From an optimization exercise on the open Yosys and OpenROAD flow, aimed at small area; shortcuts taken in it are not production practice.
Function was checked by simulation only, so behaviour that the tests miss may differ from the original.

==> flow/design.v <==
module sigle_block(
    input  [15:0] in_low,
    input  [15:0] in_high,
    output [15:0] out_high
);
    assign out_high = in_low
                    ^ ({in_high[14:0],in_high[15]} & {in_high[7:0],in_high[15:8]})
                    ^ {in_high[13:0],in_high[15:14]};
endmodule
module simon_key(
    input  [63:0]  keytext,
    input          clk, rst,
    output [511:0] key_total
);
    localparam [61:0] Z = 62'b01100111000011010100100010111110110011100001101010010001011111;
    reg [15:0] c [0:30];
    reg [4:0]  cnt;    
    wire [15:0] t   = {c[30][2:0], c[30][15:3]} ^ c[28];
    wire [15:0] gen = c[27] ^ t ^ {t[0], t[15:1]} ^ {15'h7ffe, Z[cnt - 5'd1]};
    always @(posedge clk) begin
        if (!rst)
            cnt <= 5'd0;
        else if (cnt != 5'd28)
            cnt <= cnt + 5'd1;
    end
    integer j;
    always @(posedge clk) begin
        if (rst && cnt == 5'd0) begin
            c[27] <= keytext[15:0];
            c[28] <= keytext[31:16];
            c[29] <= keytext[47:32];
            c[30] <= keytext[63:48];
        end else if (rst && cnt != 5'd28) begin
            for (j = 0; j < 30; j = j + 1)
                c[j] <= c[j+1];
            c[30] <= gen;
        end
    end
    genvar g;
    generate
        for (g = 0; g < 31; g = g + 1) begin : out
            assign key_total[16*g+15:16*g] = c[g];
        end
    endgenerate
    assign key_total[511:496] = gen;
endmodule
module simon_pipeline(
    input  [31:0] plaintext,
    input  [63:0] keytext,
    input         clk, rst,
    output reg [31:0] ciphertext
);
    wire [511:0] key_total;
    simon_key key_generate(
        .keytext(keytext),
        .clk(clk),
        .rst(rst),
        .key_total(key_total)
    );
    reg  [15:0] x [0:31];
    reg  [15:0] w [0:31];
    wire [15:0] nx [0:31];
    genvar i;
    generate
        for (i = 0; i < 32; i = i + 1) begin : round
            sigle_block E(
                .in_low(w[i]),
                .in_high(x[i]),
                .out_high(nx[i])
            );
            if (i < 31) begin : st
                always @(posedge clk) begin
                    x[i+1] <= nx[i];
                    w[i+1] <= x[i] ^ key_total[16*(i+1)+15:16*(i+1)];
                end
            end
        end
    endgenerate
    always @(posedge clk) begin
        x[0] <= plaintext[31:16];
        w[0] <= plaintext[15:0] ^ key_total[15:0];
        ciphertext <= {nx[31], x[31]};
    end
endmodule
Settings: LEC_CHECK=0, CAP_MARGIN=5, CORE_MARGIN=2, CORE_UTILIZATION=70, PLACE_DENSITY=0.85, SLEW_MARGIN=5; clock period 5.0 ns.
standard.sh (not shown) runs the stock make flow with config.mk's settings and CLKGATE_MAP_FILE= SYNTH_SCRIPT=/design/flow/synth_recipe.tcl, a recipe that flattens the netlist after the stock synthesis.
==> flow/flow/run.sh <==
#!/bin/bash
# Standard ORFS layout with two changes: ports are buffered with buf_1, and
# CTS builds its tree without dummy balancing loads.
set -euo pipefail
export BUFFER_PORTS_ARGS="-buffer_cell sky130_fd_sc_hd__buf_1"
export CTS_ARGS="-sink_clustering_enable -repair_clock_nets -dont_use_dummy_load -buf_list sky130_fd_sc_hd__clkbuf_8 -sink_clustering_size 19 -sink_clustering_max_diameter 60"
bash standard.sh finish > standard_finish.log 2>&1
Rerun with:
--- a/flow/design.v
+++ b/flow/design.v
@@ -11,36 +11,42 @@
     input  [63:0]  keytext,
     input          clk, rst,
     output [511:0] key_total
 );
-    localparam [61:0] Z = 62'b01100111000011010100100010111110110011100001101010010001011111;
-    reg [15:0] c [0:30];
-    reg [4:0]  cnt;    
-    wire [15:0] t   = {c[30][2:0], c[30][15:3]} ^ c[28];
-    wire [15:0] gen = c[27] ^ t ^ {t[0], t[15:1]} ^ {15'h7ffe, Z[cnt - 5'd1]};
+    localparam [4:0] S_LOAD = 5'b11110;    
+    localparam [4:0] S_DONE = 5'b10110;    
+    reg  [4:0] s;
+    reg [15:0] c [0:29];
+    wire load  = (s == S_LOAD);
+    wire shift = (s != S_LOAD) && (s != S_DONE);
+    wire [15:0] t   = {c[29][2:0], c[29][15:3]} ^ c[27];
+    wire [15:0] gen = c[26] ^ t ^ {t[0], t[15:1]} ^ {15'h7ffe, s[0]};
+    wire [15:0] u   = {c[2][2:0], c[2][15:3]} ^ c[0];
+    wire [15:0] rk0 = c[3] ^ u ^ {u[0], u[15:1]} ^ 16'hfffd;
     always @(posedge clk) begin
         if (!rst)
-            cnt <= 5'd0;
-        else if (cnt != 5'd28)
-            cnt <= cnt + 5'd1;
+            s <= S_LOAD;
+        else if (s != S_DONE)
+            s <= {s[0] ^ s[1] ^ s[2] ^ s[4], s[4:1]};
     end
     integer j;
     always @(posedge clk) begin
-        if (rst && cnt == 5'd0) begin
-            c[27] <= keytext[15:0];
-            c[28] <= keytext[31:16];
-            c[29] <= keytext[47:32];
-            c[30] <= keytext[63:48];
-        end else if (rst && cnt != 5'd28) begin
-            for (j = 0; j < 30; j = j + 1)
+        if (rst && load) begin
+            c[26] <= keytext[15:0];
+            c[27] <= keytext[31:16];
+            c[28] <= keytext[47:32];
+            c[29] <= keytext[63:48];
+        end else if (rst && shift) begin
+            for (j = 0; j < 29; j = j + 1)
                 c[j] <= c[j+1];
-            c[30] <= gen;
+            c[29] <= gen;
         end
     end
+    assign key_total[15:0] = rk0;
     genvar g;
     generate
-        for (g = 0; g < 31; g = g + 1) begin : out
-            assign key_total[16*g+15:16*g] = c[g];
+        for (g = 0; g < 30; g = g + 1) begin : out
+            assign key_total[16*g+31:16*g+16] = c[g];
         end
     endgenerate
     assign key_total[511:496] = gen;
 endmodule
The new run produced a clean layout.
Final area is about the same.
Core utilization hardly moves.
Routed wire length is higher by 4.2%.
Maximum frequency is higher by 13%.
Die area hardly moves.
Worst setup slack improved by 0.34 ns.

---

simon_pipeline, a different RTL version from the one above (not shown whole).
Size in the first run: about 1500 flip-flops, roughly 130 I/O pins, roughly 53000 um2 of cells after synthesis.
==> module simon_key, before the edit <==
module simon_key(
    input  [63:0]  keytext,
    input          clk, rst,
    output [511:0] key_total
);
    localparam [4:0] S_LOAD = 5'b11110;    
    localparam [4:0] S_DONE = 5'b10110;    
    reg  [4:0] s;
    reg [15:0] c [0:29];
    wire load = (s == S_LOAD);
    wire run  = (s != S_DONE);
    wire [15:0] t   = {c[29][2:0], c[29][15:3]} ^ c[27];
    wire [15:0] gen = c[26] ^ t ^ {t[0], t[15:1]} ^ {15'h7ffe, s[0]};
    wire [15:0] u   = {c[2][2:0], c[2][15:3]} ^ c[0];
    wire [15:0] rk0 = c[3] ^ u ^ {u[0], u[15:1]} ^ 16'hfffd;
    always @(posedge clk) begin
        if (!rst)
            s <= S_LOAD;
        else if (s != S_DONE)
            s <= {s[0] ^ s[1] ^ s[2] ^ s[4], s[4:1]};
    end
    integer j;
    always @(posedge clk) begin
        if (run) begin
            for (j = 0; j < 26; j = j + 1)
                c[j] <= c[j+1];
            if (load) begin
                c[26] <= keytext[15:0];
                c[27] <= keytext[31:16];
                c[28] <= keytext[47:32];
                c[29] <= keytext[63:48];
            end else begin
                for (j = 26; j < 29; j = j + 1)
                    c[j] <= c[j+1];
                c[29] <= gen;
            end
        end
    end
    assign key_total[15:0] = rk0;
    genvar g;
    generate
        for (g = 0; g < 30; g = g + 1) begin : out
            assign key_total[16*g+31:16*g+16] = c[g];
        end
    endgenerate
    assign key_total[511:496] = gen;
endmodule
export LEC_CHECK = 0
export CAP_MARGIN = 5
export CORE_MARGIN = 2
export CORE_UTILIZATION = 70
export PLACE_DENSITY = 0.85
export SLEW_MARGIN = 5
create_clock -name core_clock -period 5.0 [get_ports {clk}]
Scripts as last shown in full above: flow/flow/run.sh
Then changed:
--- a/flow/design.v
+++ b/flow/design.v
@@ -11,39 +11,32 @@
     input  [63:0]  keytext,
     input          clk, rst,
     output [511:0] key_total
 );
-    localparam [4:0] S_LOAD = 5'b11110;    
-    localparam [4:0] S_DONE = 5'b10110;    
-    reg  [4:0] s;
+    localparam [61:0] Z = 62'b01100111000011010100100010111110110011100001101010010001011111;
     reg [15:0] c [0:29];
-    wire load = (s == S_LOAD);
-    wire run  = (s != S_DONE);
+    reg [4:0]  cnt;    
     wire [15:0] t   = {c[29][2:0], c[29][15:3]} ^ c[27];
-    wire [15:0] gen = c[26] ^ t ^ {t[0], t[15:1]} ^ {15'h7ffe, s[0]};
+    wire [15:0] gen = c[26] ^ t ^ {t[0], t[15:1]} ^ {15'h7ffe, Z[cnt - 5'd1]};
     wire [15:0] u   = {c[2][2:0], c[2][15:3]} ^ c[0];
-    wire [15:0] rk0 = c[3] ^ u ^ {u[0], u[15:1]} ^ 16'hfffd;
+    wire [15:0] rk0 = c[3] ^ u ^ {u[0], u[15:1]} ^ {15'h7ffe, Z[0]};
     always @(posedge clk) begin
         if (!rst)
-            s <= S_LOAD;
-        else if (s != S_DONE)
-            s <= {s[0] ^ s[1] ^ s[2] ^ s[4], s[4:1]};
+            cnt <= 5'd0;
+        else if (cnt != 5'd28)
+            cnt <= cnt + 5'd1;
     end
     integer j;
     always @(posedge clk) begin
-        if (run) begin
-            for (j = 0; j < 26; j = j + 1)
+        if (rst && cnt == 5'd0) begin
+            c[26] <= keytext[15:0];
+            c[27] <= keytext[31:16];
+            c[28] <= keytext[47:32];
+            c[29] <= keytext[63:48];
+        end else if (rst && cnt != 5'd28) begin
+            for (j = 0; j < 29; j = j + 1)
                 c[j] <= c[j+1];
-            if (load) begin
-                c[26] <= keytext[15:0];
-                c[27] <= keytext[31:16];
-                c[28] <= keytext[47:32];
-                c[29] <= keytext[63:48];
-            end else begin
-                for (j = 26; j < 29; j = j + 1)
-                    c[j] <= c[j+1];
-                c[29] <= gen;
-            end
+            c[29] <= gen;
         end
     end
     assign key_total[15:0] = rk0;
     genvar g;
Routed wire length is higher by about 5%.
Synthesized area stays flat.
Hold slack loses 0.0044 ns.
Critical path depth is higher by 1.
Core utilization barely changes.
Final cell count is higher by 2.7%.
Synthesized cell count is higher by 3.8%.
Setup slack loses 0.51 ns.
Register-to-register slack loses 0.51 ns.
Fmax is lower by 17%.
Count of clock-buffer cells in the layout is lower by 2.
Final area hardly moves.

-- port drivers added, routing unchanged --
In the flow no input, the clock included, has a driving cell. The finished layouts below were timed again as built, in two steps. Step 1, drivers: a clkbuf_16 drives clk and a buf_2 each remaining input, both assumed. Step 2, shift: input delay + t, output delay - t, t = (earliest + latest rising clock arrival at the registers) / 2. This alone moves slack from input paths to output paths. a / b / c = no drivers / after step 1 / after step 2; a / b = the first two.
run | shift t [ns] | setup slack, ns | hold WS [ns] | cell pins on the clock port's net
the first run of note 1 | 0.777 | 2.173 / 2.173 / 2.114 | 0.334 / 0.296 / 0.403 | 1
the second run of note 1 | 0.770 | 2.508 / 2.508 / 1.907 | 0.359 / 0.324 / 0.401 | 1
the first run of note 2 | 0.771 | 2.605 / 2.605 / 2.605 | 0.348 / 0.308 / 0.371 | 1
the second run of note 2 | 0.784 | 2.099 / 2.099 / 1.989 | 0.343 / 0.300 / 0.410 | 1
After both steps every run listed still meets setup and hold. The setup slack of the second run of note 1, which loses most, moves by 0.000 ns with the drivers and by -0.601 ns with both steps.
